Context: an optimization exercise on an open-source flow, tuned for small area. The choices shown serve that exercise and are no tape-out recipe.
The RTL was checked by simulation tests, not by an equivalence proof against the original design.
Power is estimated from default activity; no workload was simulated.

== run A ==
// case2mod_new
module case2mod_new
  (input  clk,
   input  reset,
   input  clk_enable,
   input  AP,
   input  VP,
   input  [15:0] SArest,
   input  [15:0] AVforw,
   input  PAC_en,
   input  PVC_en,
   output ce_out,
   output NA1Out,
   output NA2Out,
   output NA3Out,
   output NA4Out,
   output NA5Out,
   output NA6Out,
   output NA7Out);
Size in the first run: ~1800 cells after synthesis, about 0.016 sq mm of cells after synthesis.
Settings: LEC_CHECK=0, CAP_MARGIN=20, CORE_MARGIN=2, CORE_UTILIZATION=40, SLEW_MARGIN=20; clock period 10.0 ns.
standard.sh (not shown) runs the stock make flow with config.mk's settings and CLKGATE_MAP_FILE= SYNTH_SCRIPT=/design/flow/synth_recipe.tcl, a recipe that flattens the netlist after the stock synthesis.
==> flow/flow/run.sh <==
#!/bin/bash
# Own layout flow: the standard flow (standard.sh), with three changes:
#  1. after the standard synthesis, its combinational logic is mapped again
#     by ABC for area (flow/remap.abc); the flip-flops are kept as they are
#     (same instances, names and cells), and the new netlist is proved
#     equivalent to the standard one before it is used (else the standard
#     netlist is kept);
#  2. clock tree synthesis uses clkbuf_8 sink clusters and no dummy loads;
#  3. ports are buffered with buf_1 (every port still gets its own buffer).
# Each tool's output goes to a log file of its own in this folder.
set -euo pipefail
W=$(pwd)
K=$W/flow
R=$W/orfs/results/${FLOW_PLATFORM}/case2mod_new/base
LIB=$FLOW_HOME/platforms/${FLOW_PLATFORM}/lib/sky130_fd_sc_hd__tt_025C_1v80.lib
YOSYS=$(command -v yosys || echo "$FLOW_HOME/../tools/install/yosys/bin/yosys")

export CTS_ARGS="-sink_clustering_enable -repair_clock_nets -dont_use_dummy_load -buf_list sky130_fd_sc_hd__clkbuf_8 -sink_clustering_size 16 -sink_clustering_max_diameter 80"
export BUFFER_PORTS_ARGS="-buffer_cell sky130_fd_sc_hd__buf_1"

bash standard.sh synth > standard_synth.log 2>&1
cp "$R/1_2_yosys.v" "$W/std_netlist.v"

SEQ=$(tr '\n' ' ' < "$K/seq.txt")
DU=$(sed 's/^/-dont_use /' "$K/dont_use.txt" | tr '\n' ' ')
TOP=${FLOW_TOP}

cat > "$W/remap.ys" <<EOS
read_liberty -ignore_miss_func $LIB
blackbox $SEQ
read_verilog $W/std_netlist.v
hierarchy -check -top $TOP
flatten
opt_clean
abc -liberty $LIB -script $K/remap.abc $DU
opt_clean -purge
hilomap -singleton -hicell sky130_fd_sc_hd__conb_1 HI -locell sky130_fd_sc_hd__conb_1 LO
splitnets
opt_clean -purge
insbuf -buf sky130_fd_sc_hd__buf_4 A X
opt_clean -purge
stat -liberty $LIB
select -assert-none t:\$_*
write_verilog -noattr -nohex -nodec $W/remapped.v
EOS

# Equivalence of the two netlists: both read with the flip-flops as black
# boxes, every flip-flop instance turned into ports named after it (so the
# proof pairs flip-flops by instance name), then a SAT proof of the miter.
for x in gold gate; do
  if [[ $x == gold ]]; then f=$W/std_netlist.v; else f=$W/remapped.v; fi
  cat > "$W/eq_$x.ys" <<EOS
read_liberty -ignore_miss_func $LIB
blackbox $SEQ
read_verilog $f
hierarchy -check -top $TOP
flatten
delete t:\$scopeinfo
expose -evert -sep __ t:sky130_fd_sc_hd__*
opt_clean -purge
rename $TOP $x
write_verilog -noattr $W/eq_$x.v
EOS
done
cat > "$W/eq_miter.ys" <<EOS
read_liberty -ignore_miss_func $LIB
read_verilog $W/eq_gold.v $W/eq_gate.v
flatten
miter -equiv -flatten -make_assert gold gate miter
hierarchy -top miter
sat -verify -prove-asserts miter
EOS

use_remap=0
if timeout 1200 "$YOSYS" -s "$W/remap.ys" > "$W/remap.log" 2>&1; then
  if timeout 600 "$YOSYS" -s "$W/eq_gold.ys" > "$W/eq_gold.log" 2>&1 &&
     timeout 600 "$YOSYS" -s "$W/eq_gate.ys" > "$W/eq_gate.log" 2>&1 &&
     timeout 1200 "$YOSYS" -s "$W/eq_miter.ys" > "$W/eq_miter.log" 2>&1; then
    use_remap=1
  fi
fi
echo "use_remap=$use_remap" > "$W/remap_result.txt"
if [[ $use_remap == 1 ]]; then
  cp "$W/remapped.v" "$R/1_2_yosys.v"
  rm -f "$R/1_synth.odb" "$R/1_synth.sdc"
fi

bash standard.sh > standard.log 2>&1
==> flow/flow/remap.abc <==
strash
&get -n
&deepsyn -T 60
&put
dch -f
amap -F 5 -A 5
topo
Other scripts of this flow, unchanged in this note and not shown: flow/flow/dont_use.txt, flow/flow/seq.txt
Run A was carried through to the last stage, and its layout satisfied the timing, design-rule and antenna checks.
### run A -> run B
-- flow/flow/run.sh --
<<< run A, line 18
export CTS_ARGS="-sink_clustering_enable -repair_clock_nets -dont_use_dummy_load -buf_list sky130_fd_sc_hd__clkbuf_8 -sink_clustering_size 16 -sink_clustering_max_diameter 80"
>>> run B, line 18
export CTS_ARGS="-sink_clustering_enable -repair_clock_nets -dont_use_dummy_load -buf_list {sky130_fd_sc_hd__clkbuf_4 sky130_fd_sc_hd__clkbuf_8} -sink_clustering_size 12 -sink_clustering_max_diameter 60"
<<< run A, line 28
cat > "$W/remap.ys" <<EOS
>>> run B, line 28
# The remap is run with four ABC random seeds in parallel; the smallest
# result that is proved equivalent is used.
for S in 0 1 2 3; do
  sed "s/-S 0/-S $S/" "$K/remap.abc" > "$W/remap_$S.abc"
  cat > "$W/remap_$S.ys" <<EOS
<<< run A, line 35
abc -liberty $LIB -script $K/remap.abc $DU
>>> run B, line 39
abc -liberty $LIB -script $W/remap_$S.abc $DU
<<< run A, line 44
write_verilog -noattr -nohex -nodec $W/remapped.v
>>> run B, line 48
write_verilog -noattr -nohex -nodec $W/remapped_$S.v
<<< run A, line 46
>>> run B, line 50
  (timeout 1200 "$YOSYS" -s "$W/remap_$S.ys" > "$W/remap_$S.log" 2>&1 || rm -f "$W/remapped_$S.v") &
done
wait
: > "$W/remap_areas.txt"
for S in 0 1 2 3; do
  if [[ -f "$W/remapped_$S.v" ]]; then
    area=$(grep "Chip area" "$W/remap_$S.log" | tail -1 | awk '{print $NF}')
    echo "$area $S" >> "$W/remap_areas.txt"
  fi
done
sort -g "$W/remap_areas.txt" -o "$W/remap_areas.txt"
<<< run A, line 75
if timeout 1200 "$YOSYS" -s "$W/remap.ys" > "$W/remap.log" 2>&1; then
>>> run B, line 90
while read -r area S; do
  cp "$W/remapped_$S.v" "$W/remapped.v"
<<< run A, line 80
>>> run B, line 96
    echo "seed=$S area=$area" > "$W/remap_choice.txt"
    break
<<< run A, line 81
fi
>>> run B, line 99
done < "$W/remap_areas.txt"
-- flow/flow/remap.abc --
<<< run A, line 3
&deepsyn -T 60
>>> run B, line 3
&deepsyn -T 60 -S 0
Results
Run A reports its cell type of the slowest stage on the worst timing path as or4_1 while run B reports nor4b_1.
Run B gives more minimum setup slack among reg-to-reg paths than run A did.
Relative to run A, worst path setup slack after routing decreased by 0.20 ns in run B.
On remaining routing DRC violations, run B and run A are basically level.
u_NA2.cm[9]$_DFFE_PP1P_ as the endpoint of the most critical setup path was reported by run B, and u_NA3.st[1]$_DFFE_PP0P_ by run A.
Diff run A..run B | number of buffers between clock root and the deepest sink | unchanged
The inputs of run C differ from those of run B as listed below.
-- flow/flow/run.sh --
<<< run B, line 18
export CTS_ARGS="-sink_clustering_enable -repair_clock_nets -dont_use_dummy_load -buf_list {sky130_fd_sc_hd__clkbuf_4 sky130_fd_sc_hd__clkbuf_8} -sink_clustering_size 12 -sink_clustering_max_diameter 60"
>>> run C, line 18
export CTS_ARGS="-sink_clustering_enable -repair_clock_nets -dont_use_dummy_load -buf_list sky130_fd_sc_hd__clkbuf_4 -sink_clustering_size 10 -sink_clustering_max_diameter 50"
[summary]
In the flow results for run C and run B, the worst-case headroom to the max-slew limit is larger on run B.
Summary of the comparison: non-clock buffer instance count of the final layout is lower in run C, relative to run B.
Between run C and run B, the number of max-cap violations figures differ only marginally.
Run B finished end to end and its layout was clean on timing, DRC and antenna.
The final layout from run C, which completed every stage, passed the timing, design-rule and antenna checks at the end of the flow.
Compared with run B, in run C part of the total power dissipated in sequential elements went up 1.5 points, post-route minimum period lower, fraction of area in multi-input gates increased by 0.44 points relative to the old numbers.
The inputs of run D differ from those of run C as listed below.
-- flow/flow/run.sh --
<<< run C, line 18
export CTS_ARGS="-sink_clustering_enable -repair_clock_nets -dont_use_dummy_load -buf_list sky130_fd_sc_hd__clkbuf_4 -sink_clustering_size 10 -sink_clustering_max_diameter 50"
>>> run D, line 18
export CTS_ARGS="-sink_clustering_enable -repair_clock_nets -dont_use_dummy_load -buf_list sky130_fd_sc_hd__clkbuf_8 -sink_clustering_size 24 -sink_clustering_max_diameter 60"
<<< run C, line 28
# The remap is run with four ABC random seeds in parallel; the smallest
# result that is proved equivalent is used.
for S in 0 1 2 3; do
  sed "s/-S 0/-S $S/" "$K/remap.abc" > "$W/remap_$S.abc"
  cat > "$W/remap_$S.ys" <<EOS
>>> run D, line 28
cat > "$W/remap.ys" <<EOS
<<< run C, line 39
abc -liberty $LIB -script $W/remap_$S.abc $DU
>>> run D, line 35
abc -liberty $LIB -script $K/remap.abc $DU
<<< run C, line 48
write_verilog -noattr -nohex -nodec $W/remapped_$S.v
>>> run D, line 44
write_verilog -noattr -nohex -nodec $W/remapped.v
<<< run C, line 50
  (timeout 1200 "$YOSYS" -s "$W/remap_$S.ys" > "$W/remap_$S.log" 2>&1 || rm -f "$W/remapped_$S.v") &
done
wait
: > "$W/remap_areas.txt"
for S in 0 1 2 3; do
  if [[ -f "$W/remapped_$S.v" ]]; then
    area=$(grep "Chip area" "$W/remap_$S.log" | tail -1 | awk '{print $NF}')
    echo "$area $S" >> "$W/remap_areas.txt"
  fi
done
sort -g "$W/remap_areas.txt" -o "$W/remap_areas.txt"
>>> run D, line 46
<<< run C, line 90
while read -r area S; do
  cp "$W/remapped_$S.v" "$W/remapped.v"
>>> run D, line 75
if timeout 1200 "$YOSYS" -s "$W/remap.ys" > "$W/remap.log" 2>&1; then
<<< run C, line 96
    echo "seed=$S area=$area" > "$W/remap_choice.txt"
    break
>>> run D, line 80
<<< run C, line 99
done < "$W/remap_areas.txt"
>>> run D, line 81
fi
-- flow/flow/remap.abc --
<<< run C, line 3
&deepsyn -T 60 -S 0
>>> run D, line 3
&deepsyn -T 60
Findings:
Cell area power density, run D and run C: lower on run C
Detailed-routing iteration count for the pre-antenna-repair pass | run D above run C
Compared with run C, in run D relative slew slack fell by 2.6 points, net switching fraction of the power now smaller.

---

Another version of the RTL of case2mod_new (not shown whole).
Size in the first run: roughly 1800 cells after synthesis, ~16000 um^2 of cells after synthesis.
export LEC_CHECK = 0
export CAP_MARGIN = 20
export CORE_MARGIN = 2
export CORE_UTILIZATION = 65
export SLEW_MARGIN = 20
create_clock -name core_clock -period 10.0 [get_ports {clk}]
==> flow/flow/run.sh <==
#!/bin/bash
# Own layout flow: the standard flow (standard.sh), with three changes:
#  1. after the standard synthesis, its combinational logic is mapped again
#     by ABC for area (flow/remap.abc); the flip-flops are kept as they are
#     (same instances, names and cells), and the new netlist is proved
#     equivalent to the standard one before it is used (else the standard
#     netlist is kept);
#  2. clock tree synthesis uses clkbuf_8 sink clusters and no dummy loads;
#  3. ports are buffered with buf_1 (every port still gets its own buffer).
# Each tool's output goes to a log file of its own in this folder.
set -euo pipefail
W=$(pwd)
K=$W/flow
R=$W/orfs/results/${FLOW_PLATFORM}/case2mod_new/base
LIB=$FLOW_HOME/platforms/${FLOW_PLATFORM}/lib/sky130_fd_sc_hd__tt_025C_1v80.lib
YOSYS=$(command -v yosys || echo "$FLOW_HOME/../tools/install/yosys/bin/yosys")

export CTS_ARGS="-sink_clustering_enable -repair_clock_nets -dont_use_dummy_load -buf_list sky130_fd_sc_hd__clkbuf_4 -sink_clustering_size 10 -sink_clustering_max_diameter 50"
export BUFFER_PORTS_ARGS="-buffer_cell sky130_fd_sc_hd__buf_1"

bash standard.sh synth > standard_synth.log 2>&1
cp "$R/1_2_yosys.v" "$W/std_netlist.v"

SEQ=$(tr '\n' ' ' < "$K/seq.txt")
DU=$(sed 's/^/-dont_use /' "$K/dont_use.txt" | tr '\n' ' ')
TOP=${FLOW_TOP}

# The remap is run with eight ABC random seeds, four at a time; the
# smallest result that is proved equivalent is used.
for S in 0 1 2 3 4 5 6 7; do
  sed "s/-S 0/-S $S/" "$K/remap.abc" > "$W/remap_$S.abc"
  cat > "$W/remap_$S.ys" <<EOS
read_liberty -ignore_miss_func $LIB
blackbox $SEQ
read_verilog $W/std_netlist.v
hierarchy -check -top $TOP
flatten
opt_clean
abc -liberty $LIB -script $W/remap_$S.abc $DU
opt_clean -purge
hilomap -singleton -hicell sky130_fd_sc_hd__conb_1 HI -locell sky130_fd_sc_hd__conb_1 LO
splitnets
opt_clean -purge
insbuf -buf sky130_fd_sc_hd__buf_4 A X
opt_clean -purge
stat -liberty $LIB
select -assert-none t:\$_*
write_verilog -noattr -nohex -nodec $W/remapped_$S.v
EOS
  (timeout 1200 "$YOSYS" -s "$W/remap_$S.ys" > "$W/remap_$S.log" 2>&1 || rm -f "$W/remapped_$S.v") &
  if [[ $S == 3 ]]; then wait; fi
done
wait
: > "$W/remap_areas.txt"
for S in 0 1 2 3 4 5 6 7; do
  if [[ -f "$W/remapped_$S.v" ]]; then
    area=$(grep "Chip area" "$W/remap_$S.log" | tail -1 | awk '{print $NF}')
    echo "$area $S" >> "$W/remap_areas.txt"
  fi
done
sort -g "$W/remap_areas.txt" -o "$W/remap_areas.txt"

# Equivalence of the two netlists: both read with the flip-flops as black
# boxes, every flip-flop instance turned into ports named after it (so the
# proof pairs flip-flops by instance name), then a SAT proof of the miter.
for x in gold gate; do
  if [[ $x == gold ]]; then f=$W/std_netlist.v; else f=$W/remapped.v; fi
  cat > "$W/eq_$x.ys" <<EOS
read_liberty -ignore_miss_func $LIB
blackbox $SEQ
read_verilog $f
hierarchy -check -top $TOP
flatten
delete t:\$scopeinfo
expose -evert -sep __ t:sky130_fd_sc_hd__*
opt_clean -purge
rename $TOP $x
write_verilog -noattr $W/eq_$x.v
EOS
done
cat > "$W/eq_miter.ys" <<EOS
read_liberty -ignore_miss_func $LIB
read_verilog $W/eq_gold.v $W/eq_gate.v
flatten
miter -equiv -flatten -make_assert gold gate miter
hierarchy -top miter
sat -verify -prove-asserts miter
EOS

use_remap=0
while read -r area S; do
  cp "$W/remapped_$S.v" "$W/remapped.v"
  if timeout 600 "$YOSYS" -s "$W/eq_gold.ys" > "$W/eq_gold.log" 2>&1 &&
     timeout 600 "$YOSYS" -s "$W/eq_gate.ys" > "$W/eq_gate.log" 2>&1 &&
     timeout 1200 "$YOSYS" -s "$W/eq_miter.ys" > "$W/eq_miter.log" 2>&1; then
    use_remap=1
    echo "seed=$S area=$area" > "$W/remap_choice.txt"
    break
  fi
done < "$W/remap_areas.txt"
echo "use_remap=$use_remap" > "$W/remap_result.txt"
if [[ $use_remap == 1 ]]; then
  cp "$W/remapped.v" "$R/1_2_yosys.v"
  rm -f "$R/1_synth.odb" "$R/1_synth.sdc"
fi

bash standard.sh > standard.log 2>&1
Other scripts of this flow, unchanged in this note and not shown: flow/flow/dont_use.txt, flow/flow/remap.abc, flow/flow/seq.txt
The first run passed the timing, design-rule and antenna checks.
Then changed:
--- a/flow/flow/run.sh
+++ b/flow/flow/run.sh
@@ -16,5 +16,5 @@
 YOSYS=$(command -v yosys || echo "$FLOW_HOME/../tools/install/yosys/bin/yosys")
 
-export CTS_ARGS="-sink_clustering_enable -repair_clock_nets -dont_use_dummy_load -buf_list sky130_fd_sc_hd__clkbuf_4 -sink_clustering_size 10 -sink_clustering_max_diameter 50"
+export CTS_ARGS="-sink_clustering_enable -repair_clock_nets -dont_use_dummy_load -buf_list sky130_fd_sc_hd__clkbuf_8 -sink_clustering_size 16 -sink_clustering_max_diameter 80"
 export BUFFER_PORTS_ARGS="-buffer_cell sky130_fd_sc_hd__buf_1"
 
CORE_UTILIZATION = 80   (was 65)
- The new run finished with timing, DRC and antenna clean
- count of clock-buffer cells in the layout came out lower by 17
- clock power came out higher by about 1%
- power came out higher by 1.6%
- final area came out lower by 0.57%
- non-clock buffer count came out lower by 1
- global-route usage came out higher by 8.6 points
Then changed:
CORE_UTILIZATION = 65   (was 80)
The changed run went through all stages and came out clean.
First-iteration DRC count is unchanged.
Utilization is lower by 16 points.
Synthesized area stays the same.
Final area is higher by about 0.7%.
Setup slack gains 0.75 ns.
Then changed:
--- a/flow/flow/run.sh
+++ b/flow/flow/run.sh
@@ -26,7 +26,7 @@
 TOP=${FLOW_TOP}
 
-# The remap is run with eight ABC random seeds, four at a time; the
-# smallest result that is proved equivalent is used.
-for S in 0 1 2 3 4 5 6 7; do
+# The remap is run with four ABC random seeds in parallel; the smallest
+# result that is proved equivalent is used.
+for S in 0 1 2 3; do
   sed "s/-S 0/-S $S/" "$K/remap.abc" > "$W/remap_$S.abc"
   cat > "$W/remap_$S.ys" <<EOS
@@ -49,9 +49,8 @@
 EOS
   (timeout 1200 "$YOSYS" -s "$W/remap_$S.ys" > "$W/remap_$S.log" 2>&1 || rm -f "$W/remapped_$S.v") &
-  if [[ $S == 3 ]]; then wait; fi
 done
 wait
 : > "$W/remap_areas.txt"
-for S in 0 1 2 3 4 5 6 7; do
+for S in 0 1 2 3; do
   if [[ -f "$W/remapped_$S.v" ]]; then
     area=$(grep "Chip area" "$W/remap_$S.log" | tail -1 | awk '{print $NF}')
Effect:
- non-clock buffer count is unchanged
- utilization is unchanged
- die area is unchanged
- final cell count is unchanged
- worst hold slack is unchanged
- global-route usage is unchanged

-- afterwards: timing with drivers on the ports --
In the flow no input, the clock included, has a driving cell. The finished layouts below were timed again as built, in two steps.
Step 1, drivers: a clkbuf_16 drives clk and a buf_2 each remaining input, both assumed.
Step 2 times the ports against the registers' clock, not the clock port: input delays grow and output delays shrink by t, the midpoint of the rising clock arrivals with the driver on.
a / b / c = ideal / step 1 / step 2; a / b = the first two.
run | t (ns) | slack for setup (ns) | worst setup path after step 2
run A | 0.632 | 4.292 / 4.315 / 3.683 | input to register
run B | 0.606 | 4.091 / 4.115 / 3.509 | input to register
run C | 0.784 | 4.245 / 4.268 / 3.484 | input to register
run D | 0.617 | 4.132 / 4.144 / 3.528 | input to register
the first run of note 2 | 0.704 | 4.736 / 4.758 / 4.054 | input to register
the second run of note 2 | 0.595 | 3.925 / 3.945 / 3.349 | input to register
the third run of note 2 | 0.606 | 4.680 / 4.703 / 4.097 | input to register
the fourth run of note 2 | 0.606 | 4.680 / 4.703 / 4.097 | input to register
After both steps every run listed still meets setup and hold. The setup slack of run C, which loses most, moves by +0.023 ns with the drivers and by -0.761 ns with both steps.
